Context: an optimization exercise on an open-source flow, tuned for small area and a short achievable clock period. The choices shown serve that exercise and are no tape-out recipe.
Where RTL was checked, it was by simulation tests only, not by an equivalence proof against the original.
Only the layout flow was run in runs 5 to 7; the RTL was not checked for function there.
Power is estimated from default activity; no workload was simulated.

==> flow/design.v <==
module video_uut (
    input  wire         clk_i       ,
    input  wire         cen_i       ,
    input  wire         rst_i       ,
    input  wire         vid_sel_i   ,
    input  wire [23:0]  vid_rgb_i   ,
    input  wire [1:0]   vh_blank_i  ,
    input  wire [2:0]   dvh_sync_i  ,
    output wire [2:0]   dvh_sync_o  ,
    output wire [23:0]  vid_rgb_o
);
    localparam [1:0] S_IDLE = 2'd0, S_ATTACK = 2'd1, S_HOLD = 2'd2, S_DECAY = 2'd3;
    reg [23:0] vid_rgb_d1;     
    reg        draw_d1;        
    reg        bg_d1;          
    reg [2:0]  dvh_sync_d1;
    reg [11:0] x_cnt, y_cnt;    
    reg        prev_de, prev_vs;
    reg [1:0]  state;
    reg [7:0]  timer;
    reg [3:0]  amp, tamp;
    reg        spd;            
    reg [15:0] lfsr;
    reg [12:0] phase;          
    reg [4:0]  freq_1, freq_2;
    reg [12:0] acc_1, acc_2;   
    reg [12:0] base_1, base_2; 
    reg [3:0]  bsel;           
    function [12:0] add13(input [12:0] a, input [12:0] b);
        integer i; reg c;
        begin
            c = 1'b0;
            for (i = 0; i < 13; i = i + 1) begin
                add13[i] = a[i] ^ b[i] ^ c;
                c = (a[i] & b[i]) | (c & (a[i] ^ b[i]));
            end
        end
    endfunction
    function [12:0] addf(input [12:0] a, input [4:0] f);
        integer i; reg c;
        begin
            c = 1'b0;
            for (i = 0; i < 5; i = i + 1) begin
                addf[i] = a[i] ^ f[i] ^ c;
                c = (a[i] & f[i]) | (c & (a[i] ^ f[i]));
            end
            for (i = 5; i < 13; i = i + 1) begin
                addf[i] = a[i] ^ c;
                c = a[i] & c;
            end
        end
    endfunction
    wire [6:0]  t_1 = acc_1[11:5] ^ {7{acc_1[12]}};
    wire [6:0]  t_2 = acc_2[11:5] ^ {7{acc_2[12]}};
    wire [7:0]  sum = t_1 + t_2;                  
    reg        a1_en, a2_en, a2, a2_neg;
    reg  [1:0] a1;
    wire [10:0] term1 = a1_en ? ({3'b0, sum} << a1) : 11'd0;
    wire        add1 = a2_en & ~a2_neg;
    wire [14:0] kc  = ~{4'b0, 11'd1072 | {8'd0, lfsr[1:0], 1'b0}} + 15'd2 + {14'b0, add1} + {4'b0, amp, 7'b0};
    wire [14:0] op2 = ~{4'b0, term1};
    wire [14:0] op3 = ~a2_en ? 15'd0 : a2_neg ? {7'b0, sum} : a2 ? ~{6'b0, sum, 1'b0} : ~{7'b0, sum};
    wire        fix = sum[7] & sum[0] & amp[0];
    wire [14:0] ypre = {2'b0, y_cnt, 1'b0} + kc;
    wire [14:0] cs_s = ypre ^ op2 ^ op3;
    wire [14:0] cs_c = {(ypre[13:0] & op2[13:0]) | (ypre[13:0] & op3[13:0]) | (op2[13:0] & op3[13:0]), fix};
    wire [4:0]  lo  = {1'b0, cs_s[3:0]} + {1'b0, cs_c[3:0]};
    wire [10:0] hx  = cs_s[14:4] ^ cs_c[14:4];
    wire [10:0] ho  = cs_s[14:4] | cs_c[14:4];
    wire        hi_zero = ((hx[0] == lo[4])) & (hx[10:1] == ho[9:0]);
    wire [2:0]  dv = lo[3:1];
    wire draw = hi_zero & (lo[3:0] <= 4'd11) & ((y_cnt[11:3] != 0) | (y_cnt[2:0] >= dv));
    wire t_zero = (timer == 8'd0);
    wire lt = amp < tamp;
    wire gt = tamp < amp;
    wire st_idle = (state == S_IDLE), st_att = (state == S_ATTACK), st_hold = (state == S_HOLD), st_dec = (state == S_DECAY);
    wire hold_run = st_hold & ~t_zero;
    wire amp_low  = (amp[3:1] == 3'd0);                   
    wire glitch_c = hold_run & (lfsr[1:0] == 2'b11);
    wire tamp_inc = hold_run & (lfsr[2:0] == 3'b000) & (tamp < 4'd10);
    wire tamp_dec = hold_run & (lfsr[2:0] == 3'b111) & (tamp > 4'd3);
    wire [3:0] tamp_pick = (lfsr[3:0] < 4'd4) ? 4'd5 : (lfsr[3:0] > 4'd10) ? 4'd10 : lfsr[3:0];
    wire go_c = st_idle & t_zero;
    wire tamp_we = go_c | tamp_inc | tamp_dec;
    wire [3:0] tamp_nxt = go_c ? tamp_pick : tamp + (tamp_inc ? 4'd1 : 4'd15);
    wire amp_up2 = st_att & lt;
    wire amp_we  = amp_up2 | (hold_run & (lt | gt)) | st_dec;
    wire [3:0] amp_step = amp_up2 ? 4'd2 : (st_hold & lt) ? 4'd1 : 4'd15;
    wire [3:0] amp_nxt = (st_dec & amp_low) ? 4'd0 : amp + amp_step;
    wire timer_ld_h = st_att & ~lt;
    wire timer_ld_i = st_dec & amp_low;
    wire timer_we = timer_ld_h | timer_ld_i | ((st_idle | st_hold) & ~t_zero);
    wire [7:0] timer_nxt = timer_ld_h ? {1'b0, lfsr[4:0], 2'b00} : timer_ld_i ? {lfsr[5:0], 2'b00} : timer - 8'd1;
    reg  [1:0] st_nxt;
    always @* begin
        st_nxt = state;
        if (go_c) st_nxt = S_ATTACK;
        if (timer_ld_h) st_nxt = S_HOLD;
        if (st_hold & t_zero) st_nxt = S_DECAY;
        if (timer_ld_i) st_nxt = S_IDLE;
    end
    wire vs_rise  = dvh_sync_i[1] & ~prev_vs;
    wire upd      = vs_rise & spd;
    wire go       = upd & go_c;
    wire glitch   = upd & glitch_c;
    wire [4:0] f1_new = {1'b0, lfsr[3:0]} + 5'd10;
    wire [4:0] f2_new = {1'b0, lfsr[7:4]} + 5'd14;
    wire        stepping = |bsel;
    wire [12:0] b1_sum = (stepping ? {base_1[11:0], 1'b0} : base_1) + (phase & {13{~stepping | (|(bsel & freq_1[3:0]))}});
    wire [12:0] b2_sum = {base_2[11:0], 1'b0} + (phase & {13{|(bsel & freq_2[3:0])}});
    wire [12:0] b1_nxt = go ? (lfsr[12:0] & {13{f1_new[4]}}) :
                         (glitch & (&freq_1)) ? 13'd0 :    
                         (glitch | stepping) ? b1_sum : base_1;
    wire [12:0] b2_nxt = go ? (lfsr[12:0] & {13{f2_new[4]}}) : stepping ? b2_sum : base_2;
    wire x_last = (x_cnt == 12'h800);
    wire x_fb   = x_cnt[11] ^ x_cnt[10] ^ x_cnt[9] ^ x_cnt[3] ^ (x_cnt[10:0] == 11'd0);
    wire x_rst = dvh_sync_i[1] | (~dvh_sync_i[2] & prev_de) | (dvh_sync_i[2] & x_last);
    wire x_inc = ~dvh_sync_i[1] & dvh_sync_i[2];
    always @(posedge clk_i) begin
        if (rst_i) begin
            state <= S_IDLE; timer <= 0; amp <= 0; tamp <= 0; spd <= 0;
            a1_en <= 0; a1 <= 0; a2_en <= 0; a2 <= 0; a2_neg <= 0;
            lfsr <= 16'hACE1;
            y_cnt <= 0; prev_de <= 0; prev_vs <= 0;
            vid_rgb_d1 <= 0; draw_d1 <= 0; bg_d1 <= 1; dvh_sync_d1 <= 0;
        end else if (cen_i) begin
            lfsr <= {lfsr[14:0], lfsr[15] ^ lfsr[13] ^ lfsr[12] ^ lfsr[10]};
            prev_vs <= dvh_sync_i[1];
            if (vs_rise) begin
                spd <= ~spd;
                if (spd) begin
                    state <= st_nxt;
                    if (timer_we) timer <= timer_nxt;
                    if (amp_we) begin
                        amp    <= amp_nxt;
                        a1_en  <= (amp_nxt != 4'd0);
                        a1     <= (amp_nxt >= 4'd7) ? 2'd3 : (amp_nxt >= 4'd4) ? 2'd2 : (amp_nxt >= 4'd2) ? 2'd1 : 2'd0;
                        a2_en  <= ~((amp_nxt == 4'd0) | (amp_nxt == 4'd1) | (amp_nxt == 4'd2) | (amp_nxt == 4'd4) | (amp_nxt == 4'd8));
                        a2     <= (amp_nxt == 4'd6) | (amp_nxt >= 4'd10);
                        a2_neg <= (amp_nxt == 4'd7);
                    end
                    if (tamp_we)  tamp  <= tamp_nxt;
                end
            end
            prev_de <= dvh_sync_i[2];
            if (dvh_sync_i[1]) y_cnt <= 0;
            else if (~dvh_sync_i[2] & prev_de) y_cnt <= y_cnt + 1;
            draw_d1    <= draw;
            bg_d1      <= ~draw;
            vid_rgb_d1 <= vid_sel_i ? 24'h0 : vid_rgb_i;
            dvh_sync_d1 <= dvh_sync_i;
        end
    end
    always @(posedge clk_i) begin
        if (cen_i) begin
            base_1 <= b1_nxt;
            base_2 <= b2_nxt;
            if (go) bsel <= 4'b1000;
            else bsel <= {1'b0, bsel[3:1]};
            if (go) begin
                phase  <= lfsr[12:0];
                freq_1 <= f1_new;
                freq_2 <= f2_new;
            end else if (glitch) freq_1 <= freq_1 + 1;
            if (x_rst) begin
                x_cnt <= 0; acc_1 <= b1_nxt; acc_2 <= b2_nxt;
            end else if (x_inc) begin
                x_cnt <= {x_cnt[10:0], x_fb}; acc_1 <= addf(acc_1, freq_1); acc_2 <= addf(acc_2, freq_2);
            end
        end
    end
    assign dvh_sync_o = dvh_sync_d1;
    assign vid_rgb_o  = {vid_rgb_d1[23:16] & {8{bg_d1}}, vid_rgb_d1[15:8] | {8{draw_d1}},
                         vid_rgb_d1[7:0] & {8{bg_d1}}};
endmodule
==> flow/flow/run.sh <==
#!/bin/bash
# Standard ORFS layout, with timing repair aiming at extra setup slack so that
# the achieved period (not only the 14 ns clock) is optimised, and plain buf_2
# cells (instead of delay buffers) as the port buffers.
set -euo pipefail
bash standard.sh finish SETUP_SLACK_MARGIN=9.5 "BUFFER_PORTS_ARGS=-buffer_cell sky130_fd_sc_hd__buf_2" > flow_make.log 2>&1
==> flow/standard.sh <==
#!/bin/bash
# synth_recipe.tcl (not shown) runs the flow's synth.tcl, then flattens the netlist and writes it again
# the make line also repeats each setting of config.mk as NAME=value (left out here)
make -C /OpenROAD-flow-scripts/flow DESIGN_CONFIG=/design/flow/config.mk WORK_HOME=/design/flow/orfs CLKGATE_MAP_FILE= SYNTH_SCRIPT=/design/flow/synth_recipe.tcl "${@:-finish}"
==> flow/config.mk <==
export PLATFORM = sky130hd
export DESIGN_NAME = video_uut
export DESIGN_NICKNAME = video_uut
export VERILOG_FILES = /design/flow/design.v
export SDC_FILE = /design/flow/constraint.sdc
export NUM_CORES = 4
export LEC_CHECK = 0
export CAP_MARGIN = 20
export CORE_MARGIN = 2
export CORE_UTILIZATION = 40
export CTS_BUF_LIST = sky130_fd_sc_hd__clkbuf_4 sky130_fd_sc_hd__clkbuf_8
export SLEW_MARGIN = 20
export TNS_END_PERCENT = 0
==> flow/constraint.sdc <==
create_clock -name core_clock -period 14.0 [get_ports {clk_i}]
set_input_delay 2.8000 -clock core_clock [delete_from_list [all_inputs] [get_ports {clk_i}]]
set_output_delay 2.8000 -clock core_clock [all_outputs]
set_load 0.01 [all_outputs]
==> results.toml, run 1 <==
[run_status]
outcome = "finished clean"

[yosys]
postSynth.asyncResetShare_pct = 0
yosys-top-cells-area = "edfxtp_1 22%, dfxtp_1 14%, ha_1 10%, a21oi_1 4.4%, fa_1 4.3%"
netlist.area_leader.share_pct = 22.4
syn_nets = 1484
synth-main-ff-cell = "edfxtp_1"
synth.distinct_cells = 76
synth.yosys.seq_area_share_pct = 36.1
syn_area_um2 = 12000
synth_top_area_cell = "edfxtp_1"
ys_ff_latch = 172
syn_area_per_cell_um2 = 9.10
yosysWarnings = 1
synth_edf_count = 90
syn_inst = 1324

[worst_setup_path]
critPathCaptureType = "flop"
rr_startpoint = "acc_2[12]$_DFFE_PP_"
regToRegEndpoint = "bg_d1$_SDFFE_PP1P_"
start_kind = "input pin"
crit_type = "in2reg"
reg2regPathDepth = 18
required_ns = 14.21
r2r_slack_ns = 9.54
cp.arrival_ns = 4.72
crit_fanout = 34

[timing]
report.final.slew_viol_count = 0
tns_ns = 0
setup_viol = 0
rsz0062_at_grt = "yes"
timing.final.hold_violations = 0
fin_crit_sh_pct = 32.2
maxSlewHeadroom_pct = 52.3
finClkSkew_ns = 0.0241
worstMarginPinSlew_ns = 0.715
layout_min_cycle_time_ns = 4.50
clock.fmax_mhz = 222

[global_routing]
gr-total-overflow = 0
grt_pass1_wl_um = 47600
track_usage_pct = 18.8
antenna_found_initial = 0
grt_pass1_vias = 9359
grt_max_degree = 65

[clock_tree]
clk_pin_slew_ns = 0.12
cts_sinks = 172
clockRootBuffer = "clkbuf_8"
cts_buffer_depth = 2
htree_num_levels = 4
clk_latency_ns = 0.48
postCtsHoldBufs = 0
numCtsBuffers = 17
cts_tree = "yes"

[hold_path]
whs_path_depth = 2
min-delay-start = "vid_rgb_d1[22]$_SDFFE_PP0P_"
hold_class = "reg2reg"
worstHoldEndpoint = "vid_rgb_d1[22]$_SDFFE_PP0P_"

[floorplan]
core_um2 = 29600
start_util_pct = 40.7
rows = 63
io_pins = 60
die_y_um = 178
dieArea_um2 = 31500
die-width_um = 178

[layout]
antenna_cells = 0
nets = 1521
drive_gt1_share_pct = 12.4
synthToLayoutAreaGrowth_pct = 10.6
post-route-util_pct = 44.9

[detailed_routing]
vias = 9540
routed_wl_um = 29000
drc = 0
routed_via_density = 5.41
first_pass_iters = 5
post_drt_wl_per_cell_um = 16.5
drtIter0Drc = 654
postRouteAntennaNets = 0

[power]
p_total_w = 0.00158
leakage_nw = 5.45
power_density_nw_per_um2 = 119
max-vdd-ir-drop_mv = 0.0632

[placement]
hpwl_um = 20900
gp_congestion = 0.833
place.port_buffers = 57

[run]
maxCapViolations = 0
## cell type report
| cell class | instances | area (µm²) |
|---|---|---|
| multi-input cells | 1021 | 7390 |
| repair buffers | 75 | 430 |
| well taps | 390 | 488 |
| clock inverters | 13 | 130 |
| fillers | 2950 | 16300 |
| clock buffers | 19 | 249 |
| flip-flops and latches | 172 | 4360 |
| inverters | 74 | 282 |
## power breakdown
group	switching, W	internal (W)	total [W]	leakage, nW
Combinational	0.000339	0.000259	0.000598	3.72
Sequential	0.0000368	0.000592	0.000629	1.54
Clock	0.000204	0.000149	0.000353	0.188
## cells in the final DEF, fill, tap and decap left out, types with 12 or more instances in the layout
master / count
inv_1: 72
and2_1: 56
mux2_2: 12
ha_1: 99
a21o_1: 18
edfxtp_1: 90
nor2_1: 117
nand3_1: 16
o21ai_0: 45
dfxtp_1: 77
nand2_1: 128
buf_4: 17
a21oi_1: 104
buf_2: 56
nor3_1: 17
a31oi_1: 13
mux2i_1: 29
o21a_1: 14
a211oi_1: 14
clkbuf_8: 17
fa_1: 23
xnor2_1: 50
xor2_1: 32
or3_1: 12
nor2b_1: 39
## flip-flops by register name (all words and copies together) (netlist names), 4 cells and up
name,cells
vid_rgb_d1,24
lfsr,16
acc_1,13
acc_2,13
base_1,13
base_2,13
phase,12
x_cnt,12
y_cnt,12
timer,8
freq_1,5
freq_2,5
amp,4
bsel,4
tamp,4
## synthesized netlist by cell type, drive strengths merged (13+ instances only)
master,count
edfxtp,90
a21oi,107
nand2,131
mux2i,29
or2,13
o21ai,56
a21o,18
a31oi,14
a211oi,14
dfxtp,82
nor3,18
nor2,118
ha,101
nor2b,39
xnor2,51
and2,56
nand3,16
xor2,36
o21a,14
clkbuf,50
fa,26
inv,74
## routing by layer
metal	wire length [µm]	part of all wire, %	track usage [%]
met1	14000	48	25.9
met2	13500	46	31.0
met3	1250	4.3	3.04
met4	306	1.1	3.86
met5	0	0	0
## how the worst max path moves through the flow
stage                        startpoint               endpoint  slack, ns  depth (start not counted)
CTS                       dvh_sync_i[1]     acc_1[9]$_DFFE_PP_       9.47                          9
detailed placement        dvh_sync_i[1]     acc_1[9]$_DFFE_PP_       8.62                          9
global route        acc_2[12]$_DFFE_PP_     bg_d1$_SDFFE_PP1P_       9.29                         18
floorplan                 dvh_sync_i[1]  timer[5]$_SDFFE_PP0P_       9.60                          7
global placement          dvh_sync_i[1]     acc_1[9]$_DFFE_PP_       8.65                          9
finish                    dvh_sync_i[1]     acc_1[6]$_DFFE_PP_       9.50                         10
## what timing repair did
| action | CTS | global route |
|---|---|---|
| resized for setup | 21 | 21 |
| pin swaps | 1 | 9 |
| setup endpoints to repair | 14 | 6 |
| setup buffers | 6 | 3 |
## stage by stage
stage                     setup slack [ns]  instance area [µm²]  instances  hold slack (ns)
after floorplan                       9.60                12100       1324            0.432
after global placement                8.65                12700       1723            0.453
after detailed placement              8.62                12700       1723            0.467
after CTS                             9.47                13200       1761            0.483
after global routing                  9.29                13300       1764            0.516
final                                 9.50                13300       1764            0.476
## worst max-delay path, cell delays in order
cell       delay (ns)
buf_2            0.16
and3b_2          0.26
nand4_1          0.12
buf_6            0.23
o31ai_2          0.16
buf_4            0.23
nor2_1           0.09
o2bb2ai_1        0.17
a21o_1           0.20
mux2_2           0.27
## cells by family after synthesis
family	after synthesis	share of synthesized area, %
buffers and inverters	131	4.17
XOR/XNOR	87	6.32
flip-flops	172	36.1
AND/OR/NAND/NOR	455	18.5
AO/OA/AOI/OAI	311	16.6
multiplexers	41	3.53
adder cells (fa/ha/maj)	127	14.8
==> run 2, diff against run 1 <==
--- a/flow/config.mk
+++ b/flow/config.mk
@@ -9,5 +9,5 @@
 export CORE_MARGIN = 2
 export CORE_UTILIZATION = 40
-export CTS_BUF_LIST = sky130_fd_sc_hd__clkbuf_4 sky130_fd_sc_hd__clkbuf_8
+export CTS_BUF_LIST = sky130_fd_sc_hd__clkbuf_8
 export SLEW_MARGIN = 20
 export TNS_END_PERCENT = 0
==> run 2 against run 1 <==
  * Design area about the same
  * Worst setup slack improved by 0.0013 ns
  * Global-route usage about the same
  * Largest cell class unchanged
  * Largest power group unchanged
==> results.toml, run 2 <==
[run_status]
outcome = "finished clean"

[global_routing]
gr-total-overflow = 0
track_usage_pct = 18.7
antenna_found_initial = 0
grt_max_degree = 65
grt_pass1_wl_um = 47500
grt_pass1_vias = 9355

[floorplan]
io_pins = 60
core_um2 = 29600
start_util_pct = 40.7
dieArea_um2 = 31500
die-width_um = 178
die_y_um = 178
rows = 63

[timing]
finClkSkew_ns = 0.0231
worstMarginPinSlew_ns = 0.714
report.final.slew_viol_count = 0
fin_crit_sh_pct = 32.2
maxSlewHeadroom_pct = 52.4
tns_ns = 0
layout_min_cycle_time_ns = 4.50
timing.final.hold_violations = 0
layout_setup_ws_ns = 9.50
setup_viol = 0
rsz0062_at_grt = "yes"
clock.fmax_mhz = 222

[layout]
nFillCells = 2951
largest_register_ffs = 24
multi_input_area_um2 = 7390
top_register = "vid_rgb_d1"
drive_gt1_share_pct = 12.3
final_cell_mix = "128 x nand2_1, 117 x nor2_1, 104 x a21oi_1"
synthToLayoutAreaGrowth_pct = 10.5
final_common_cell = "nand2_1"
nets = 1521
seq_area_um2 = 4360
top_regs = "vid_rgb_d1: 24 flops, lfsr: 16 flops"
antenna_cells = 0

[yosys]
synth.yosys.seq_area_share_pct = 36.1
yosys-top-cells-area = "edfxtp_1 22%, dfxtp_1 14%, ha_1 10%, a21oi_1 4.4%, fa_1 4.3%"
syn_area_per_cell_um2 = 9.10
syn_area_um2 = 12000
yosysWarnings = 1
synthTopCellsByCount = "130 x nand2_1, 118 x nor2_1, 107 x a21oi_1, 101 x ha_1, 90 x edfxtp_1"
synth_edf_count = 90
synth.most_common_cell = "nand2_1"
syn_inst = 1324
synth.distinct_cells = 76
postSynth.asyncResetShare_pct = 0
syn_nets = 1484
synth_top_area_cell = "edfxtp_1"
ys_ff_latch = 172
netlist.area_leader.share_pct = 22.4
synth-main-ff-cell = "edfxtp_1"

[detailed_routing]
postRouteAntennaNets = 0
drc = 0
routed_via_density = 5.38
routed_wl_um = 29000
first_pass_iters = 6
drtIter0Drc = 636
vias = 9499
post_drt_wl_per_cell_um = 16.4

[worst_setup_path]
worstPathCellList = "buf_2 > and3b_2 > nand4_1 > buf_6 > o31ai_2 > buf_4 > nor2_1 > o2bb2ai_1 > a21o_1 > mux2_2"
worst_path_dominant_cell_family = "buffers and inverters"
crit_slowest_cell = "mux2_2"
cp.arrival_ns = 4.72
crit_type = "in2reg"
crit_path_max_incr_delay_ns = 0.27
regToRegEndpoint = "bg_d1$_SDFFE_PP1P_"
required_ns = 14.21
crit_fanout = 34
r2r_slack_ns = 9.54
reg2regPathDepth = 18
critPathCaptureType = "flop"
rr_startpoint = "acc_2[12]$_DFFE_PP_"
crit_buf_inv = 3
start_kind = "input pin"

[clock_tree]
numCtsBuffers = 17
clk_pin_slew_ns = 0.12
htree_num_levels = 4
cts_sinks = 172
cts_buffer_depth = 2
clk_latency_ns = 0.48
clockRootBuffer = "clkbuf_8"
postCtsHoldBufs = 0
cts_tree = "yes"

[run]
maxCapViolations = 0

[power]
power_density_nw_per_um2 = 118
leakage_nw = 5.45
max-vdd-ir-drop_mv = 0.0631

[hold_path]
hold_class = "reg2reg"
whs_path_depth = 2
min-delay-start = "vid_rgb_d1[22]$_SDFFE_PP0P_"
worstHoldEndpoint = "vid_rgb_d1[22]$_SDFFE_PP0P_"

[placement]
gp_congestion = 0.833
pre_cts_ws_ns = 8.62
place.port_buffers = 57
hpwl_um = 20900
run 2: changes by cell type in the layout (fill, tap and decap cells not counted), sizes merged:
cell    delta
inv        +2
clkbuf     -2
run 2: logic make-up after synthesis:
group	after synthesis	share of synthesized area [%]
flip-flops	172	36.1
buffers and inverters	131	4.17
adder cells (fa/ha/maj)	127	14.8
XOR/XNOR	87	6.32
AND/OR/NAND/NOR	455	18.5
multiplexers	41	3.53
AO/OA/AOI/OAI	311	16.6
run 2: worst max-delay path by stage:
stage,start,cells past startpoint,slack [ns],endpoint
3_5_place_dp,dvh_sync_i[1],9,8.62,acc_1[9]$_DFFE_PP_
5_1_grt,acc_2[12]$_DFFE_PP_,18,9.29,bg_d1$_SDFFE_PP1P_
3_3_place_gp,dvh_sync_i[1],9,8.65,acc_1[9]$_DFFE_PP_
6_report,dvh_sync_i[1],10,9.50,acc_1[6]$_DFFE_PP_
2_1_floorplan,dvh_sync_i[1],7,9.60,timer[5]$_SDFFE_PP0P_
4_1_cts,dvh_sync_i[1],9,9.47,acc_1[9]$_DFFE_PP_
run 2: where the power goes:
| group | leakage [nW] | internal (W) | switching [W] | total (W) |
|---|---|---|---|---|
| registers | 1.54 | 0.000592 | 0.0000368 | 0.000629 |
| clock network | 0.190 | 0.000144 | 0.000204 | 0.000348 |
| logic | 3.72 | 0.000259 | 0.000337 | 0.000596 |
run 2: area by class of cell:
| cell class | instances | area share (%) |
|---|---|---|
| multi-input combinational | 1021 | 55.5 |
| tap | 390 | 3.67 |
| timing repair buffer | 75 | 3.23 |
| inverter | 74 | 2.11 |
| sequential | 172 | 32.7 |
| clock buffer | 17 | 1.76 |
| clock inverter | 15 | 1.03 |
run 2: repair_timing:
item	in CTS	in global routing
pin swaps	1	9
setup buffers	6	3
setup endpoints to repair	14	6
gates resized for setup	21	21
hold endpoints to repair	0	0
run 2: through the flow:
step	utilization, %	std cells	power [W]	cell area (µm²)	hold slack, ns
floorplan	-	1324	0.00105	12100	0.432
global placement	42.8	1723	0.00117	12700	0.453
detailed placement	42.8	1723	0.00118	12700	0.467
CTS	44.5	1761	0.00155	13200	0.483
global route	44.9	1764	0.00168	13300	0.516
finish	44.9	1764	0.00157	13300	0.476
run 2: layer usage:
| metal | wire (µm) | vias to the layer above | track usage, % |
|---|---|---|---|
| met5 | 0 | - | 0 |
| met4 | 308 | 0 | 3.86 |
| met3 | 1290 | 18 | 3.04 |
| met2 | 13400 | 196 | 30.9 |
| met1 | 13900 | 4533 | 25.9 |
| li1 | - | 4752 | - |
run 2: tightest hold or removal path, stage by stage (launching register included):
cell,delay [ns]
dfxtp_1,0.33
nand2b_1,0.06
a21oi_1,0.05
==> run 3, diff against run 2 <==
==> flow/flow/run.sh (replaced) <==
#!/bin/bash
# Standard ORFS layout, with timing repair aiming at extra setup slack so that
# the achieved period (not only the 14 ns clock) is optimised, and plain buf_2
# cells (instead of delay buffers) as the port buffers.
set -euo pipefail
bash standard.sh finish SETUP_SLACK_MARGIN=9.8 "BUFFER_PORTS_ARGS=-buffer_cell sky130_fd_sc_hd__buf_2" > flow_make.log 2>&1
--- a/flow/config.mk
+++ b/flow/config.mk
@@ -9,5 +9,5 @@
 export CORE_MARGIN = 2
 export CORE_UTILIZATION = 40
-export CTS_BUF_LIST = sky130_fd_sc_hd__clkbuf_8
+export CTS_BUF_LIST = sky130_fd_sc_hd__clkbuf_4 sky130_fd_sc_hd__clkbuf_8
 export SLEW_MARGIN = 20
 export TNS_END_PERCENT = 0
==> run 3 against run 2 <==
  * Worst setup slack gained 0.082 ns
  * Hold slack gained 0.0048 ns
  * Sequential power is essentially flat
  * Core utilization grew 0.94 points
  * Critical path depth shrank 3
  * Design area grew 2.1%
  * Clock power is essentially flat
  * Maximum frequency grew 1.9%
  * Largest power group is now combinational logic
  * Die area is the same
  * Critical endpoint is now bg_d1$_SDFFE_PP1P_
  * Sequential share of layout area shrank 0.63 points
  * First-iteration DRC count shrank 6.9%
  * Synthesized area is the same
==> results.toml, run 3 <==
[run_status]
outcome = "finished clean"

[placement]
place.port_buffers = 57
hpwl_um = 20500
pre_cts_ws_ns = 8.76
placed_cells = 1723
placed_area_um2 = 12700
gp_congestion = 0.810

[power]
comb_power_share_pct = 39.5
p_seq_share_pct = 38.8
pwr-share-clk_pct = 21.7
switchingPower_w = 0.000608
max-vdd-ir-drop_mv = 0.0725
leakage_nw = 5.57
swShare_pct = 37.6
p_int_w = 0.00101
power_density_nw_per_um2 = 119

[detailed_routing]
post_drt_wl_per_cell_um = 16.5
vias = 9556
routed_via_density = 5.38
drtIter0Drc = 592
postRouteAntennaNets = 0
routed_wl_um = 29300
drc = 0
first_pass_iters = 5

[worst_setup_path]
crit_path_max_incr_delay_ns = 0.55
worstPathCellList = "buf_4 > buf_6 > nand3_1 > nor4_2 > nand4_1 > a2111oi_4 > nor2_1"
crit_type = "in2reg"
critPathLaunch = "cen_i"
crit_fanout = 56
rr_startpoint = "acc_1[12]$_DFFE_PP_"
crit_buf_inv = 2
crit_slowest_cell = "buf_6"
critPathCaptureType = "flop"
worst_path_dominant_cell_family = "buffers and inverters"
required_ns = 14.36
start_kind = "input pin"
cp.arrival_ns = 4.78

[yosys]
synthTopCellsByCount = "130 x nand2_1, 118 x nor2_1, 107 x a21oi_1, 101 x ha_1, 90 x edfxtp_1"
yosys-top-cells-area = "edfxtp_1 22%, dfxtp_1 14%, ha_1 10%, a21oi_1 4.4%, fa_1 4.3%"
syn_area_per_cell_um2 = 9.10
synth_edf_count = 90
syn_inst = 1324
syn_nets = 1484
synth_top_area_cell = "edfxtp_1"
syn_area_um2 = 12000
ys_ff_latch = 172
synth.distinct_cells = 76
synth.yosys.seq_area_share_pct = 36.1
netlist.area_leader.share_pct = 22.4
postSynth.asyncResetShare_pct = 0
yosysWarnings = 1
synth-main-ff-cell = "edfxtp_1"
synth.most_common_cell = "nand2_1"

[timing]
clock.fmax_mhz = 226
tns_ns = 0
worstMarginPinSlew_ns = 0.959
layout_setup_ws_ns = 9.58
timing.final.hold_violations = 0
rsz0062_at_grt = "yes"
finClkSkew_ns = 0.0174
layout_min_cycle_time_ns = 4.42
fin_crit_sh_pct = 31.6
report.final.slew_viol_count = 0
maxSlewHeadroom_pct = 36.0
setup_viol = 0

[floorplan]
die-width_um = 178
dieArea_um2 = 31500
die_y_um = 178
io_pins = 60
start_util_pct = 40.7
rows = 63
core_um2 = 29600

[layout]
stdcell_count = 1777
post-route-util_pct = 45.9
synthToLayoutAreaGrowth_pct = 12.8
top_register = "vid_rgb_d1"
antenna_cells = 0
largest_register_ffs = 24
finalInstanceArea_um2 = 13600
final_cell_mix = "128 x nand2_1, 117 x nor2_1, 104 x a21oi_1"
nets = 1534
drive_gt1_share_pct = 14.3
top_regs = "vid_rgb_d1: 24 flops, lfsr: 16 flops"
final_common_cell = "nand2_1"

[global_routing]
gr-total-overflow = 0
track_usage_pct = 19.1
grt_max_degree = 66
antenna_found_initial = 0
grt_pass1_wl_um = 48200
grt_pass1_vias = 9277

[clock_tree]
numCtsBuffers = 17
clk_pin_slew_ns = 0.12
cts_tree = "yes"
clk_latency_ns = 0.47
cts_sinks = 172
cts_buffer_depth = 2
clockRootBuffer = "clkbuf_8"
htree_num_levels = 4

[run]
maxCapViolations = 0

[hold_path]
min-delay-start = "vid_rgb_d1[22]$_SDFFE_PP0P_"
hold_class = "reg2reg"
-- run 3: cell counts after synthesis --
Identical to the previous run, type by type.
-- run 3: logic make-up after synthesis --
| logic type | share of synthesized area (%) |
|---|---|
| simple gates | 18.5 |
| compound gates | 16.6 |
| flops | 36.1 |
| buf+inv | 4.17 |
| fa+ha+maj | 14.8 |
| xor+xnor | 6.32 |
| mux | 3.53 |
-- run 3: path summary, 6_finish.rpt --
kind / end / slack, ns / cells past startpoint
setup / recovery: bg_d1$_SDFFE_PP1P_ / 9.58 / 7
hold / removal: vid_rgb_d1[22]$_SDFFE_PP0P_ / 0.48 / 2
setup reg to reg: bg_d1$_SDFFE_PP1P_ / 9.59 / 18
hold reg to reg: vid_rgb_d1[22]$_SDFFE_PP0P_ / 0.48 / 2
-- run 3: cell type report --
| class | count | area [µm²] |
|---|---|---|
| tap | 390 | 488 |
| clock buffer | 17 | 234 |
| inverter | 74 | 285 |
| fill | 2895 | 16000 |
| timing repair buffer | 88 | 573 |
| multi-input combinational | 1021 | 7500 |
| clock inverter | 15 | 146 |
| sequential | 172 | 4360 |
-- run 3: metrics by stage --
| step | hold slack [ns] | power, W |
|---|---|---|
| global placement | 0.454 | 0.00117 |
| floorplan | 0.432 | 0.00105 |
| finish | 0.480 | 0.00162 |
| global route | 0.513 | 0.00172 |
| detailed placement | 0.460 | 0.00118 |
| CTS | 0.478 | 0.00158 |
-- run 3: per-layer routing --
layer,share of wire (%),track usage [%]
met1,49,26.7
met2,46,30.9
met3,4.0,3.36
met4,1.2,3.93
met5,0,0
-- run 3: what timing repair did --
item,4_1_cts,5_1_grt
endpoints found under the setup margin,72,42
hold buffers,0,0
setup buffers,18,3
resized for setup,45,23
cloned,1,0
pin swaps,21,16
-- run 3: power groups by stage --
stage | combinational (W) | sequential (W) | clock [W]
after floorplan | 0.000431 | 0.000624 | 0
after global placement | 0.000530 | 0.000641 | 0
after detailed placement | 0.000539 | 0.000642 | 0
after CTS | 0.000599 | 0.000626 | 0.000358
after global routing | 0.000711 | 0.000633 | 0.000378
final | 0.000638 | 0.000627 | 0.000351
-- run 3: tightest hold or removal path, cell delays in order, from the launching register on --
cell and delay [ns]:
dfxtp_1 0.33, nand2b_1 0.06, a21oi_1 0.05
==> run 4, diff against run 3 <==
==> flow/flow/run.sh (replaced) <==
#!/bin/bash
# Standard ORFS layout, with timing repair aiming at extra setup slack so that
# the achieved period (not only the 14 ns clock) is optimised, and plain buf_2
# cells (instead of delay buffers) as the port buffers.
set -euo pipefail
bash standard.sh finish SETUP_SLACK_MARGIN=9.5 MATCH_CELL_FOOTPRINT=0 "BUFFER_PORTS_ARGS=-buffer_cell sky130_fd_sc_hd__buf_2" > flow_make.log 2>&1
==> run 4 against run 3 <==
  * Critical path type unchanged
  * First-iteration DRC count grew 10%
  * Worst setup slack lost 0.084 ns
  * Die area is the same
  * Still clean on timing, DRC and antenna
  * Register-to-register slack lost 0.05 ns
  * Flip-flop and latch count is the same
  * Sequential power is essentially flat
  * Count of clock-buffer cells in the layout grew 2
  * Largest cell class unchanged
  * Critical endpoint is now acc_1[6]$_DFFE_PP_
  * Maximum frequency shrank 1.9%
==> results.toml, run 4 <==
[yosys]
yosysWarnings = 1
netlist.area_leader.share_pct = 22.4
synth.distinct_cells = 76
synth.most_common_cell = "nand2_1"
postSynth.asyncResetShare_pct = 0
yosys-top-cells-area = "edfxtp_1 22%, dfxtp_1 14%, ha_1 10%, a21oi_1 4.4%, fa_1 4.3%"
syn_area_um2 = 12000
synth-main-ff-cell = "edfxtp_1"
synth_edf_count = 90
syn_area_per_cell_um2 = 9.10
synth.yosys.seq_area_share_pct = 36.1
ys_ff_latch = 172
syn_nets = 1484
synth_top_area_cell = "edfxtp_1"
synthTopCellsByCount = "130 x nand2_1, 118 x nor2_1, 107 x a21oi_1, 101 x ha_1, 90 x edfxtp_1"
syn_inst = 1324

[layout]
synthToLayoutAreaGrowth_pct = 10.6
largest_register_ffs = 24
finalInstanceArea_um2 = 13300
antenna_cells = 0
final_common_cell = "nand2_1"
post-route-util_pct = 44.9
top_register = "vid_rgb_d1"
top_regs = "vid_rgb_d1: 24 flops, lfsr: 16 flops"
nets = 1521
final_cell_mix = "128 x nand2_1, 117 x nor2_1, 104 x a21oi_1"
drive_gt1_share_pct = 12.4

[run_status]
outcome = "finished clean"

[worst_setup_path]
crit_type = "in2reg"
reg2regPathDepth = 18
rr_startpoint = "acc_2[12]$_DFFE_PP_"
start_kind = "input pin"
required_ns = 14.21
crit_fanout = 34
r2r_slack_ns = 9.54
cp.arrival_ns = 4.72
regToRegEndpoint = "bg_d1$_SDFFE_PP1P_"
critPathCaptureType = "flop"

[timing]
worstMarginPinSlew_ns = 0.715
rsz0062_at_grt = "yes"
layout_setup_ws_ns = 9.50
timing.final.hold_violations = 0
setup_viol = 0
clock.fmax_mhz = 222
layout_min_cycle_time_ns = 4.50
maxSlewHeadroom_pct = 52.3
tns_ns = 0
report.final.slew_viol_count = 0
finClkSkew_ns = 0.0241
fin_crit_sh_pct = 32.2

[clock_tree]
numCtsBuffers = 17
cts_buffer_depth = 2
clk_pin_slew_ns = 0.12
clockRootBuffer = "clkbuf_8"
postCtsHoldBufs = 0
cts_sinks = 172
cts_tree = "yes"
clk_latency_ns = 0.48
htree_num_levels = 4

[global_routing]
gr-total-overflow = 0
grt_max_degree = 65
antenna_found_initial = 0
grt_pass1_wl_um = 47600
track_usage_pct = 18.8
grt_pass1_vias = 9359

[floorplan]
die-width_um = 178
die_y_um = 178
start_util_pct = 40.7
dieArea_um2 = 31500
io_pins = 60
rows = 63
core_um2 = 29600

[placement]
pre_cts_ws_ns = 8.62
placed_area_um2 = 12700
hpwl_um = 20900
gp_congestion = 0.833
place.port_buffers = 57

[detailed_routing]
drc = 0
first_pass_iters = 5
routed_via_density = 5.41
post_drt_wl_per_cell_um = 16.5
drtIter0Drc = 654
vias = 9540
postRouteAntennaNets = 0
routed_wl_um = 29000

[hold_path]
min-delay-start = "vid_rgb_d1[22]$_SDFFE_PP0P_"
hold_class = "reg2reg"
whs_path_depth = 2
worstHoldEndpoint = "vid_rgb_d1[22]$_SDFFE_PP0P_"

[run]
maxCapViolations = 0

[power]
power_density_nw_per_um2 = 119
max-vdd-ir-drop_mv = 0.0632
leakage_nw = 5.45
p_total_w = 0.00158
-- run 4: cell families after synthesis --
logic type / synth area share [%]
AND/OR/NAND/NOR: 18.5
adder cells (fa/ha/maj): 14.8
multiplexers: 3.53
AO/OA/AOI/OAI: 16.6
flip-flops: 36.1
XOR/XNOR: 6.32
buffers and inverters: 4.17
-- run 4: repair_timing --
action | in CTS | in global routing
buffers inserted | 6 | 3
setup endpoints to repair | 14 | 6
gates resized for setup | 21 | 21
cloned | 0 | 0
pin swaps | 1 | 9
-- run 4: worst max path at each step --
stage	endpoint	cells past startpoint	slack [ns]	from
6_report	acc_1[6]$_DFFE_PP_	10	9.50	dvh_sync_i[1]
5_1_grt	bg_d1$_SDFFE_PP1P_	18	9.29	acc_2[12]$_DFFE_PP_
4_1_cts	acc_1[9]$_DFFE_PP_	9	9.47	dvh_sync_i[1]
3_5_place_dp	acc_1[9]$_DFFE_PP_	9	8.62	dvh_sync_i[1]
3_3_place_gp	acc_1[9]$_DFFE_PP_	9	8.65	dvh_sync_i[1]
2_1_floorplan	timer[5]$_SDFFE_PP0P_	7	9.60	dvh_sync_i[1]
-- run 4: power breakdown --
part	switching [W]	internal, W
clock network	0.000204	0.000149
logic	0.000339	0.000259
registers	0.0000368	0.000592
-- run 4: layout make-up --
type / count / area [µm²]
clock buffers: 19 / 249
clock inverters: 13 / 130
well taps: 390 / 488
flip-flops and latches: 172 / 4360
fillers: 2950 / 16300
multi-input cells: 1021 / 7390
inverters: 74 / 282
repair buffers: 75 / 430
-- run 4: through the flow --
stage	instances	hold slack [ns]
floorplan	1324	0.432
global placement	1723	0.453
detailed placement	1723	0.467
CTS	1761	0.483
global route	1764	0.516
finish	1764	0.476
-- run 4: layer usage --
metal	wire [µm]	track usage [%]
met1	14000	25.9
met3	1250	3.04
met5	0	0
met4	306	3.86
met2	13500	31.0
-- run 4: worst max-delay path, stage by stage --
cell and delay, ns:
buf_2 0.16, and3b_2 0.26, nand4_1 0.12, buf_6 0.23, o31ai_2 0.16, buf_4 0.23, nor2_1 0.09, o2bb2ai_1 0.17
a21o_1 0.20, mux2_2 0.27
==> run 5, diff against run 4 <==
--- a/flow/design.v
+++ b/flow/design.v
@@ -115,5 +115,7 @@
     wire x_last = (x_cnt == 12'h800);
     wire x_fb   = x_cnt[11] ^ x_cnt[10] ^ x_cnt[9] ^ x_cnt[3] ^ (x_cnt[10:0] == 11'd0);
-    wire x_rst = dvh_sync_i[1] | (~dvh_sync_i[2] & prev_de) | (dvh_sync_i[2] & x_last);
+    wire x_rst = dvh_sync_i[1] | (~dvh_sync_i[2] & prev_de);
+    wire [12:0] inc_1 = addf(acc_1, freq_1) ^ {x_last & freq_1[0], 12'd0};
+    wire [12:0] inc_2 = addf(acc_2, freq_2) ^ {x_last & freq_2[0], 12'd0};
     wire x_inc = ~dvh_sync_i[1] & dvh_sync_i[2];
     always @(posedge clk_i) begin
@@ -166,5 +168,5 @@
                 x_cnt <= 0; acc_1 <= b1_nxt; acc_2 <= b2_nxt;
             end else if (x_inc) begin
-                x_cnt <= {x_cnt[10:0], x_fb}; acc_1 <= addf(acc_1, freq_1); acc_2 <= addf(acc_2, freq_2);
+                x_cnt <= {x_cnt[10:0], x_fb}; acc_1 <= inc_1; acc_2 <= inc_2;
             end
         end
==> run 5 against run 4 <==
  * Register-to-register slack got worse by 0.20 ns
  * Power up 0.62%
  * Maximum frequency shrank 3.4%
  * Core utilization up 0.53 points
  * Wire length is 4.3% higher
  * Largest cell class unchanged
  * Via count is 1.4% higher
  * Critical endpoint is now draw_d1$_SDFFE_PP0P_
  * Highest routed layer unchanged
  * Global-route usage is 1.0 points higher
  * Synthesized area grew 1.1%
  * Critical path type is now reg2reg
  * Non-clock buffer count grew 6
  * Still clean
  * Count of clock-buffer cells in the layout is 1 lower
  * Cell count grew 1.7%
  * Flip-flop and latch count is the same
==> results.toml, run 5 <==
[run_status]
outcome = "finished clean"

[clock_tree]
postCtsHoldBufs = 0
cts_sinks = 172
cts_tree = "yes"
cts_buffer_depth = 2
numCtsBuffers = 17
clk_pin_slew_ns = 0.11
clk_latency_ns = 0.48
clockRootBuffer = "clkbuf_8"
htree_num_levels = 4

[yosys]
synth-main-ff-cell = "edfxtp_1"
synth.distinct_cells = 79
yosys-top-cells-area = "edfxtp_1 22%, dfxtp_1 13%, ha_1 10%, nand2_1 4.6%, fa_1 4.3%"
synth.yosys.seq_area_share_pct = 35.7
synth_top_family_by_area = "simple AND/OR/NAND/NOR gates"
syn_area_per_cell_um2 = 9.04
synth_edf_count = 90
syn_nets = 1508
synthXorXnorAreaFrac_pct = 6.33
synth_top_area_cell = "edfxtp_1"
synth_compound_area_share_pct = 15.2
syn_inst = 1348
synthMuxAreaShare_pct = 3.56
synthTopCellsByCount = "148 x nand2_1, 128 x nor2_1, 101 x ha_1, 100 x a21oi_1, 90 x edfxtp_1"
yosysWarnings = 1
syn_area_um2 = 12200
synth.most_common_cell = "nand2_1"
ys_ff_latch = 172
synthSimpleGateAreaFrac_pct = 20.1
synthAdderAreaFrac_pct = 14.6
netlist.area_leader.share_pct = 22.2
postSynth.asyncResetShare_pct = 0

[detailed_routing]
dr_wl_met3_um = 1190
first_pass_iters = 5
highest_layer = "met4"
drtIter0Drc = 689
routed_wl_um = 30300
post_drt_wl_per_cell_um = 16.9
drc = 0
vias = 9670
wl_met2_um = 13700
routed_via_density = 5.39
postRouteAntennaNets = 0
wl_met1_um = 14900

[timing]
tns_ns = 0
layout_min_cycle_time_ns = 4.66
timing.final.hold_violations = 0
rsz0062_at_grt = "yes"
fin_crit_sh_pct = 33.3
worstMarginPinSlew_ns = 0.968
finClkSkew_ns = 0.0222
setup_viol = 0
maxSlewHeadroom_pct = 35.2
clock.fmax_mhz = 215
report.final.slew_viol_count = 0
layout_setup_ws_ns = 9.34

[layout]
drive_gt1_share_pct = 13.2
multi_input_area_um2 = 7530
synthToLayoutAreaGrowth_pct = 11.2
finalInstanceArea_um2 = 13600
top_register = "vid_rgb_d1"
nFillCells = 2873
nets = 1551
largest_register_ffs = 24
final_cell_mix = "146 x nand2_1, 127 x nor2_1, 98 x a21oi_1"
final_common_cell = "nand2_1"
antenna_cells = 0
seq_area_um2 = 4350
top_regs = "vid_rgb_d1: 24 flops, lfsr: 16 flops"

[worst_setup_path]
required_ns = 14.39
crit_fanout = 5
cp.arrival_ns = 5.05
critPathLaunch = "acc_1[12]$_DFFE_PP_"
start_kind = "flop"
critPathCaptureType = "flop"
rr_startpoint = "acc_1[12]$_DFFE_PP_"
crit_type = "reg2reg"

[floorplan]
rows = 63
dieArea_um2 = 31900
start_util_pct = 40.9
die-width_um = 179
io_pins = 60
core_um2 = 29800
die_y_um = 179

[power]
max-vdd-ir-drop_mv = 0.0662
leakage_nw = 5.55
power_density_nw_per_um2 = 117

[run]
maxCapViolations = 0

[global_routing]
grt_pass1_wl_um = 49800
antenna_found_initial = 0
gr-total-overflow = 0
track_usage_pct = 19.8
grt_pass1_vias = 9450
grt_max_degree = 57

[placement]
place.port_buffers = 57
placed_area_um2 = 12800
hpwl_um = 21200
pre_cts_ws_ns = 8.36
gp_congestion = 0.843

[hold_path]
hold_class = "reg2reg"
min-delay-start = "lfsr[14]$_SDFFE_PP0P_"
## run 5: cell count changes in the layout (fill, tap and decap cells not counted), moves of 6 or more
cell / change
nand3_1: +10
a211oi_1: -10
o31ai_1: +6
nand2_1: +18
nor2_1: +10
a21oi_1: -6
## run 5: final cells by class
cell class                      count  share of cell area (%)
Multi-Input combinational cell   1041                    55.6
Sequential cell                   172                    32.1
Timing Repair Buffer               81                    3.60
Tap cell                          390                    3.60
Inverter                           78                    2.21
Clock buffer                       18                    1.83
Clock inverter                     14                    1.08
## run 5: cell families (layout without fill, tap and decap cells)
family	count (synthesis)	after routing
AND/OR/NAND/NOR	494	495
multiplexers	42	42
XOR/XNOR	88	88
buffers and inverters	136	191
flip-flops	172	172
AO/OA/AOI/OAI	289	289
adder cells (fa/ha/maj)	127	127
## run 5: power by group
group | leakage, nW | switching [W] | internal, W | total [W]
sequential | 1.53 | 0.0000392 | 0.000591 | 0.000630
clock | 0.202 | 0.000213 | 0.000153 | 0.000366
combinational | 3.82 | 0.000327 | 0.000267 | 0.000594
total | 5.55 | 0.000579 | 0.00101 | 0.00159
## run 5: path summary, 6_finish.rpt
check	to	slack, ns	cells after the start
hold reg to reg	lfsr[15]$_SDFFE_PP1P_	0.48	2
setup reg to reg	draw_d1$_SDFFE_PP0P_	9.34	21
hold / removal	lfsr[15]$_SDFFE_PP1P_	0.48	2
setup / recovery	draw_d1$_SDFFE_PP0P_	9.34	21
## run 5: worst max-delay path, stage by stage, from the launching register on
cell      delay [ns]
edfxtp_1        0.52
xor2_1          0.20
ha_2            0.23
fa_2            0.45
xnor2_4         0.17
nand2_1         0.09
o21ai_2         0.08
o21ai_1         0.15
nand2_1         0.09
fa_1            0.60
ha_4            0.24
nand2_4         0.07
nor2_4          0.04
a221o_1         0.36
a31oi_4         0.22
xor2_2          0.13
ha_4            0.18
nor4_4          0.21
nand4_1         0.18
nand3_2         0.14
nor3_4          0.06
a22o_1          0.18
## run 5: stage by stage
stage          util (%)  cells  power [W]  hold slack (ns)
6_report           45.5   1794    0.00159            0.483
4_1_cts            45.0   1788    0.00157            0.485
2_1_floorplan         -   1348    0.00103            0.442
3_5_place_dp       43.0   1746    0.00115            0.460
3_3_place_gp       43.0   1746    0.00114            0.451
5_1_grt            45.5   1794    0.00170            0.510
## run 5: routing by layer
layer / track usage, % / vias to the layer above
met3: 3.22 / 26
met2: 31.2 / 208
met1: 28.0 / 4616
met4: 5.66 / 0
met5: 0 / -
li1: - / 4820
## run 5: what timing repair did
| item | 4_1_cts | 5_1_grt |
|---|---|---|
| gates resized for setup | 26 | 21 |
| hold endpoints to repair | 0 | 0 |
| endpoints found under the setup margin | 53 | 26 |
| buffers inserted | 9 | 6 |
| pin swaps | 15 | 18 |
| cloned | 1 | 0 |
==> run 6, diff against run 5 <==
==> flow/flow/run.sh (replaced) <==
#!/bin/bash
# Standard ORFS layout, with timing repair aiming at extra setup slack so that
# the achieved period (not only the 14 ns clock) is optimised, and plain buf_2
# cells (instead of delay buffers) as the port buffers.
set -euo pipefail
bash standard.sh finish SETUP_SLACK_MARGIN=9.5 "BUFFER_PORTS_ARGS=-buffer_cell sky130_fd_sc_hd__buf_2" > flow_make.log 2>&1
==> run 6 against run 5 <==
  * Still clean on timing, DRC and antenna
  * Synthesized cell count stayed put
  * Non-clock buffer count is 3 lower
  * Clock power hardly changed
  * Clock skew is 0.0012 ns lower
  * Design area is 0.14% lower
  * Die area stayed put
  * Critical path depth stayed put
  * Sequential power hardly changed
  * Combinational power hardly changed
  * Core utilization is 0.063 points lower
  * Critical path type unchanged
  * Largest cell class unchanged
  * Highest routed layer unchanged
==> results.toml, run 6 <==
[yosys]
synth_edf_count = 90
yosysWarnings = 1
syn_inst = 1348
synth-main-ff-cell = "edfxtp_1"
yosys-top-cells-area = "edfxtp_1 22%, dfxtp_1 13%, ha_1 10%, nand2_1 4.6%, fa_1 4.3%"
synth.distinct_cells = 79
synth.yosys.seq_area_share_pct = 35.7
synth.most_common_cell = "nand2_1"
syn_area_per_cell_um2 = 9.04
syn_area_um2 = 12200
netlist.area_leader.share_pct = 22.2
synthTopCellsByCount = "148 x nand2_1, 128 x nor2_1, 101 x ha_1, 100 x a21oi_1, 90 x edfxtp_1"
ys_ff_latch = 172
postSynth.asyncResetShare_pct = 0
syn_nets = 1508
synth_top_area_cell = "edfxtp_1"

[timing]
rsz0062_at_grt = "yes"
clock.fmax_mhz = 214
layout_min_cycle_time_ns = 4.67
tns_ns = 0
report.final.slew_viol_count = 0
maxSlewHeadroom_pct = 35.4
timing.final.hold_violations = 0
timing.hold.ws_ns = 0.484
fin_crit_sh_pct = 33.3
setup_viol = 0
finClkSkew_ns = 0.0210
worstMarginPinSlew_ns = 0.964

[clock_tree]
numCtsBuffers = 17
htree_num_levels = 4
clk_latency_ns = 0.48
postCtsHoldBufs = 0
cts_sinks = 172
clk_pin_slew_ns = 0.11
cts_buffer_depth = 2
cts_tree = "yes"
clockRootBuffer = "clkbuf_8"

[placement]
hpwl_um = 21200
place.port_buffers = 57
gp_congestion = 0.843

[detailed_routing]
drc = 0
post_drt_wl_per_cell_um = 16.9
routed_wl_um = 30200
first_pass_iters = 5
vias = 9634
drtIter0Drc = 681
postRouteAntennaNets = 0
routed_via_density = 5.38

[global_routing]
gr-total-overflow = 0
grt_max_degree = 57
track_usage_pct = 19.8
grt_pass1_wl_um = 49800
antenna_found_initial = 0
grt_pass1_vias = 9449

[worst_setup_path]
cp.arrival_ns = 5.05
critPathCaptureType = "flop"
crit_slowest_cell = "fa_1"
crit_type = "reg2reg"
required_ns = 14.38
worst_path_dominant_cell_family = "adder cells"
worstPathCellList = "xor2_1 > ha_2 > fa_2 > xnor2_4 > nand2_1 > o21ai_2 > o21ai_1 > nand2_1 > fa_1 > ha_4 > nand2_4 > nor2_4 > a221o_1 > a31oi_4 > xor2_2 > ha_4 > nor4_4 > nand4_1 > nand3_2 > nor3_4 > a21oi_1"
start_kind = "flop"
crit_fanout = 5
crit_buf_inv = 0
crit_path_max_incr_delay_ns = 0.60

[layout]
final_cell_mix = "146 x nand2_1, 127 x nor2_1, 98 x a21oi_1"
drive_gt1_share_pct = 13.1
top_register = "vid_rgb_d1"
top_regs = "vid_rgb_d1: 24 flops, lfsr: 16 flops"
synthToLayoutAreaGrowth_pct = 11.1
nets = 1548
final_common_cell = "nand2_1"
antenna_cells = 0
largest_register_ffs = 24

[run_status]
outcome = "finished clean"

[power]
max-vdd-ir-drop_mv = 0.0646
leakage_nw = 5.54
power_density_nw_per_um2 = 118
p_total_w = 0.00159

[hold_path]
hold_class = "reg2reg"

[floorplan]
start_util_pct = 40.9
die-width_um = 179
die_y_um = 179
dieArea_um2 = 31900
core_um2 = 29800
io_pins = 60
rows = 63

[run]
maxCapViolations = 0
run 6: cell counts after synthesis:
Identical to the previous run, type by type.
run 6: per-layer routing:
metal	up-vias	global-route usage, %	share of wire [%]
met5	-	0	0
met4	0	5.66	1.6
met3	26	3.22	4.3
met2	221	31.2	45
met1	4577	27.9	49
li1	4810	-	-
run 6: cell type report:
| cell class | instances | area, µm² |
|---|---|---|
| fill | 2867 | 16300 |
| multi-input combinational | 1041 | 7540 |
| sequential | 172 | 4350 |
| tap | 390 | 488 |
| timing repair buffer | 78 | 465 |
| inverter | 78 | 297 |
| clock buffer | 18 | 248 |
| clock inverter | 14 | 146 |
run 6: timing repair:
| item | CTS | global route |
|---|---|---|
| gates cloned | 1 | 0 |
| setup buffers | 9 | 3 |
| pin swaps | 15 | 18 |
| setup endpoints to repair | 53 | 26 |
| gates resized for setup | 24 | 22 |
run 6: path summary, 6_finish.rpt:
check	startpoint	to	slack, ns	cells after the start
max	acc_1[12]$_DFFE_PP_	bg_d1$_SDFFE_PP1P_	9.33	21
min	lfsr[14]$_SDFFE_PP0P_	lfsr[15]$_SDFFE_PP1P_	0.48	2
max reg2reg	acc_1[12]$_DFFE_PP_	bg_d1$_SDFFE_PP1P_	9.33	21
min reg2reg	lfsr[14]$_SDFFE_PP0P_	lfsr[15]$_SDFFE_PP1P_	0.48	2
run 6: where the power goes:
group | leakage (nW) | switching, W | internal [W] | total [W]
sequential | 1.53 | 0.0000391 | 0.000591 | 0.000630
combinational | 3.81 | 0.000328 | 0.000267 | 0.000594
clock | 0.202 | 0.000214 | 0.000153 | 0.000367
total | 5.54 | 0.000580 | 0.00101 | 0.00159
run 6: cells by family (layout without fill, tap and decap cells):
group / count (synthesis) / in the layout / synth area share (%)
xor+xnor: 88 / 88 / 6.33
compound gates: 289 / 289 / 15.2
mux: 42 / 42 / 3.56
buf+inv: 136 / 188 / 4.47
simple gates: 494 / 495 / 20.1
fa+ha+maj: 127 / 127 / 14.6
flops: 172 / 172 / 35.7
run 6: worst min-delay path: stages, from the launching register on:
cell and delay [ns]:
dfxtp_1 0.34, mux2i_1 0.07, nand2_1 0.06
run 6: through the flow:
step           setup WS, ns  cell area (µm²)  cells  utilization [%]
6_report               9.33            13500   1791             45.4
4_1_cts                9.41            13400   1788             45.0
5_1_grt                9.12            13500   1791             45.4
2_1_floorplan          9.48            12200   1348                -
3_5_place_dp           8.36            12800   1746             43.0
3_3_place_gp           8.38            12800   1746             43.0
==> run 7, diff against run 6 <==
--- a/flow/design.v
+++ b/flow/design.v
@@ -65,10 +65,17 @@
     wire [14:0] cs_s = ypre ^ op2 ^ op3;
     wire [14:0] cs_c = {(ypre[13:0] & op2[13:0]) | (ypre[13:0] & op3[13:0]) | (op2[13:0] & op3[13:0]), fix};
-    wire [4:0]  lo  = {1'b0, cs_s[3:0]} + {1'b0, cs_c[3:0]};
+    wire [3:0]  lg = cs_s[3:0] & cs_c[3:0];
+    wire [3:0]  lp = cs_s[3:0] ^ cs_c[3:0];
+    wire        c1 = lg[0];
+    wire        c2 = lg[1] | (lp[1] & lg[0]);
+    wire        c3 = lg[2] | (lp[2] & lg[1]) | (lp[2] & lp[1] & lg[0]);
+    wire        c4 = lg[3] | (lp[3] & lg[2]) | (lp[3] & lp[2] & lg[1]) | (lp[3] & lp[2] & lp[1] & lg[0]);
+    wire [3:0]  lo  = {lp[3] ^ c3, lp[2] ^ c2, lp[1] ^ c1, lp[0]};
     wire [10:0] hx  = cs_s[14:4] ^ cs_c[14:4];
     wire [10:0] ho  = cs_s[14:4] | cs_c[14:4];
-    wire        hi_zero = ((hx[0] == lo[4])) & (hx[10:1] == ho[9:0]);
+    wire        hi_rest = (hx[10:1] == ho[9:0]);
     wire [2:0]  dv = lo[3:1];
-    wire draw = hi_zero & (lo[3:0] <= 4'd11) & ((y_cnt[11:3] != 0) | (y_cnt[2:0] >= dv));
+    wire        ybig = (y_cnt[11:3] != 0);
+    wire draw = hi_rest & (hx[0] == c4) & ~(lo[3] & lo[2]) & (ybig | (y_cnt[2:0] >= dv));
     wire t_zero = (timer == 8'd0);
     wire lt = amp < tamp;
@@ -115,7 +122,5 @@
     wire x_last = (x_cnt == 12'h800);
     wire x_fb   = x_cnt[11] ^ x_cnt[10] ^ x_cnt[9] ^ x_cnt[3] ^ (x_cnt[10:0] == 11'd0);
-    wire x_rst = dvh_sync_i[1] | (~dvh_sync_i[2] & prev_de);
-    wire [12:0] inc_1 = addf(acc_1, freq_1) ^ {x_last & freq_1[0], 12'd0};
-    wire [12:0] inc_2 = addf(acc_2, freq_2) ^ {x_last & freq_2[0], 12'd0};
+    wire x_rst = dvh_sync_i[1] | (~dvh_sync_i[2] & prev_de) | (dvh_sync_i[2] & x_last);
     wire x_inc = ~dvh_sync_i[1] & dvh_sync_i[2];
     always @(posedge clk_i) begin
@@ -168,5 +173,5 @@
                 x_cnt <= 0; acc_1 <= b1_nxt; acc_2 <= b2_nxt;
             end else if (x_inc) begin
-                x_cnt <= {x_cnt[10:0], x_fb}; acc_1 <= inc_1; acc_2 <= inc_2;
+                x_cnt <= {x_cnt[10:0], x_fb}; acc_1 <= addf(acc_1, freq_1); acc_2 <= addf(acc_2, freq_2);
             end
         end
--- a/flow/config.mk
+++ b/flow/config.mk
@@ -11,3 +11,2 @@
 export CTS_BUF_LIST = sky130_fd_sc_hd__clkbuf_4 sky130_fd_sc_hd__clkbuf_8
 export SLEW_MARGIN = 20
-export TNS_END_PERCENT = 0
==> run 7 against run 6 <==
  * Critical endpoint unchanged
  * Die area rose by 1.4%
  * Sequential power increased by 1%
  * Flip-flop and latch count unchanged
  * Count of clock-buffer cells in the layout increased by 1
  * Combinational power up 16%
==> results.toml, run 7 <==
[run_status]
outcome = "finished clean"

[global_routing]
antenna_found_initial = 0
track_usage_pct = 19.2
grt_max_degree = 67
grt_pass1_vias = 9935
gr-total-overflow = 0
grt_pass1_wl_um = 51200

[yosys]
syn_area_um2 = 12400
ys_ff_latch = 172
yosys-top-cells-area = "edfxtp_1 22%, dfxtp_1 13%, ha_1 10%, fa_1 4.2%, a21oi_1 4.1%"
synthTopCellsByCount = "124 x nand2_1, 116 x nor2_1, 102 x a21oi_1, 101 x ha_1, 93 x inv_1"
yosysWarnings = 1
synth_top_area_cell = "edfxtp_1"
syn_area_per_cell_um2 = 9.04
postSynth.asyncResetShare_pct = 0
synth.most_common_cell = "nand2_1"
synth.distinct_cells = 76
syn_nets = 1527
synth_edf_count = 90
synth-main-ff-cell = "edfxtp_1"
synth.yosys.seq_area_share_pct = 35.1
netlist.area_leader.share_pct = 21.9
syn_inst = 1367

[clock_tree]
htree_num_levels = 4
numCtsBuffers = 17
cts_tree = "yes"
cts_buffer_depth = 2
clk_latency_ns = 0.47
cts_sinks = 172
clockRootBuffer = "clkbuf_8"
clk_pin_slew_ns = 0.11
postCtsHoldBufs = 0

[layout]
top_register = "vid_rgb_d1"
drive_gt1_share_pct = 14.4
final_common_cell = "nand2_1"
stdcell_count = 1815
nFillCells = 2937
nets = 1566
multi_input_area_um2 = 7660
largest_register_ffs = 24
antenna_cells = 0
synthToLayoutAreaGrowth_pct = 11.5
seq_area_um2 = 4360
final_cell_mix = "122 x nand2_1, 114 x nor2_1, 100 x a21oi_1"
top_regs = "vid_rgb_d1: 24 flops, lfsr: 16 flops"

[worst_setup_path]
crit_path_max_incr_delay_ns = 0.51
required_ns = 14.37
crit_fanout = 3
crit_slowest_cell = "fa_1"
start_kind = "flop"
crit_type = "reg2reg"
critPathCaptureType = "flop"
crit_buf_inv = 2
worstPathCellList = "xor2_2 > ha_2 > inv_2 > fa_2 > nor2b_1 > o21a_4 > o2111a_1 > a211oi_4 > mux4_2 > nand2b_4 > fa_1 > inv_2 > ha_4 > xnor2_2 > nor4_2 > nand4_1 > nor4_2 > o2111ai_2 > o31a_1"
cp.arrival_ns = 4.94
worst_path_dominant_cell_family = "adder cells"
r2r_slack_ns = 9.43

[placement]
place.port_buffers = 57
gp_congestion = 0.824
placed_cells = 1764
hpwl_um = 22200

[power]
power_density_nw_per_um2 = 122
max-vdd-ir-drop_mv = 0.0607
leakage_nw = 5.62

[detailed_routing]
first_pass_iters = 5
wl_met2_um = 14700
vias = 10100
highest_layer = "met4"
postRouteAntennaNets = 0
routed_wl_um = 30900
wl_met1_um = 14300
drtIter0Drc = 658
routed_via_density = 5.56
drc = 0
post_drt_wl_per_cell_um = 17.0
dr_wl_met3_um = 1470

[timing]
timing.hold.ws_ns = 0.491
timing.final.hold_violations = 0
setup_viol = 0
tns_ns = 0
maxSlewHeadroom_pct = 31.0
worstMarginPinSlew_ns = 1.03
rsz0062_at_grt = "yes"
finClkSkew_ns = 0.0224
clock.fmax_mhz = 219
fin_crit_sh_pct = 32.7
layout_min_cycle_time_ns = 4.57
report.final.slew_viol_count = 0

[floorplan]
dieArea_um2 = 32300
die_y_um = 180
rows = 64
io_pins = 60
start_util_pct = 40.5
die-width_um = 180
core_um2 = 30500

[hold_path]
hold_class = "reg2reg"

[run]
maxCapViolations = 0
run 7: cell count changes after synthesis, sizes merged, moves of 12 or more:
cell | before | now
nand2 | 149 | 126
nor2 | 129 | 116
a22oi | 11 | 36
a211oi | 5 | 21
inv | 76 | 93
nor2b | 39 | 14
clkbuf | 39 | 51
run 7: worst register-to-register path, stage by stage, from the launching register on:
cell and delay, ns:
edfxtp_1 0.49, xor2_2 0.26, ha_2 0.23, inv_2 0.04, fa_2 0.37, nor2b_1 0.17, o21a_4 0.17, o2111a_1 0.23
a211oi_4 0.06, mux4_2 0.47, nand2b_4 0.16, fa_1 0.51, inv_2 0.05, ha_4 0.21, xnor2_2 0.12, nor4_2 0.19
nand4_1 0.14, nor4_2 0.26, o2111ai_2 0.19, o31a_1 0.14
run 7: through the flow:
step / total power [W] / worst slack (ns) / area (µm²) / util (%)
after detailed placement: 0.00122 / 8.75 / 13000 / 42.5
after floorplan: 0.00108 / 9.51 / 12400 / -
after global placement: 0.00120 / 8.77 / 13000 / 42.5
final: 0.00168 / 9.43 / 13800 / 45.2
after global routing: 0.00180 / 9.18 / 13800 / 45.2
after CTS: 0.00162 / 9.32 / 13500 / 44.4
run 7: path summary, 6_finish.rpt:
check | from | endpoint | depth (start not counted)
max | acc_2[12]$_DFFE_PP_ | bg_d1$_SDFFE_PP1P_ | 19
min | lfsr[14]$_SDFFE_PP0P_ | lfsr[15]$_SDFFE_PP1P_ | 2
max reg2reg | acc_2[12]$_DFFE_PP_ | bg_d1$_SDFFE_PP1P_ | 19
min reg2reg | lfsr[14]$_SDFFE_PP0P_ | lfsr[15]$_SDFFE_PP1P_ | 2
run 7: per-layer routing:
metal	vias to the layer above	GRT usage (%)
li1	4975	-
met1	4825	25.3
met2	257	32.7
met3	35	3.44
met4	0	4.72
met5	-	0
run 7: layout make-up:
type,instances,area share [%]
Tap cell,396,3.60
Multi-Input combinational cell,1037,55.6
Sequential cell,172,31.6
Clock buffer,19,1.81
Inverter,94,2.59
Timing Repair Buffer,84,3.79
Clock inverter,13,0.981
run 7: cells by family (layout without fill, tap and decap cells):
family	count (synthesis)	in the layout	share of synthesized area, %
muxes	41	41	3.64
xor gates and xnor gates	75	75	5.31
DFF	172	172	35.1
AOI/OAI and AO/OA	355	355	19.0
buffers and inverters	158	210	5.07
and+or+nand+nor	439	439	17.4
adders and majority gates	127	127	14.4
run 7: power breakdown:
part | total, W | internal [W] | switching [W]
clock | 0.000353 | 0.000149 | 0.000203
sequential | 0.000639 | 0.000597 | 0.0000416
combinational | 0.000687 | 0.000317 | 0.000370
total | 0.00168 | 0.00106 | 0.000615
run 7: repair_timing:
item | 4_1_cts | 5_1_grt
resized for setup | 23 | 38
setup buffers | 11 | 7
pin swaps | 16 | 22
endpoints found under the hold margin | 0 | 0
setup endpoints to repair | 24 | 7

-- port drivers added, routing unchanged --
No port has a modelled driver above. Below, the same layouts with a new extraction and two added sets of constraints. Step 1: set_driving_cell puts a clkbuf_16 on clk_i and a buf_2 on each other input, an assumption about the parent block. Step 2 times the ports against the registers' clock, not the clock port: input delays grow and output delays shrink by t, the midpoint of the rising clock arrivals with the driver on. Slacks: ideal / step 1 / step 2; pairs: ideal / step 1.
| run | shift t [ns] | setup slack, ns | hold slack, ns | clock arrival spread, ns | worst register clock-pin slew, ns |
|---|---|---|---|---|---|
| run 1 | 0.508 | 9.497 / 9.500 / 8.991 | 0.476 / 0.476 / 0.476 | 0.030 / 0.029 | 0.12 / 0.12 |
| run 2 | 0.506 | 9.498 / 9.501 / 8.996 | 0.476 / 0.476 / 0.476 | 0.027 / 0.027 | 0.12 / 0.12 |
| run 3 | 0.511 | 9.580 / 9.584 / 9.073 | 0.480 / 0.480 / 0.480 | 0.020 / 0.020 | 0.12 / 0.12 |
| run 4 | 0.508 | 9.497 / 9.500 / 8.991 | 0.476 / 0.476 / 0.476 | 0.030 / 0.029 | 0.12 / 0.12 |
| run 5 | 0.510 | 9.339 / 9.339 / 8.847 | 0.483 / 0.483 / 0.483 | 0.023 / 0.023 | 0.11 / 0.11 |
| run 6 | 0.517 | 9.332 / 9.332 / 8.837 | 0.484 / 0.484 / 0.484 | 0.022 / 0.022 | 0.11 / 0.11 |
| run 7 | 0.504 | 9.428 / 9.428 / 9.191 | 0.491 / 0.491 / 0.491 | 0.022 / 0.023 | 0.11 / 0.11 |
After both steps every run listed still meets setup and hold. For run 3, which loses most, drivers alone change the setup slack by +0.004 ns; drivers and shift together by -0.507 ns.
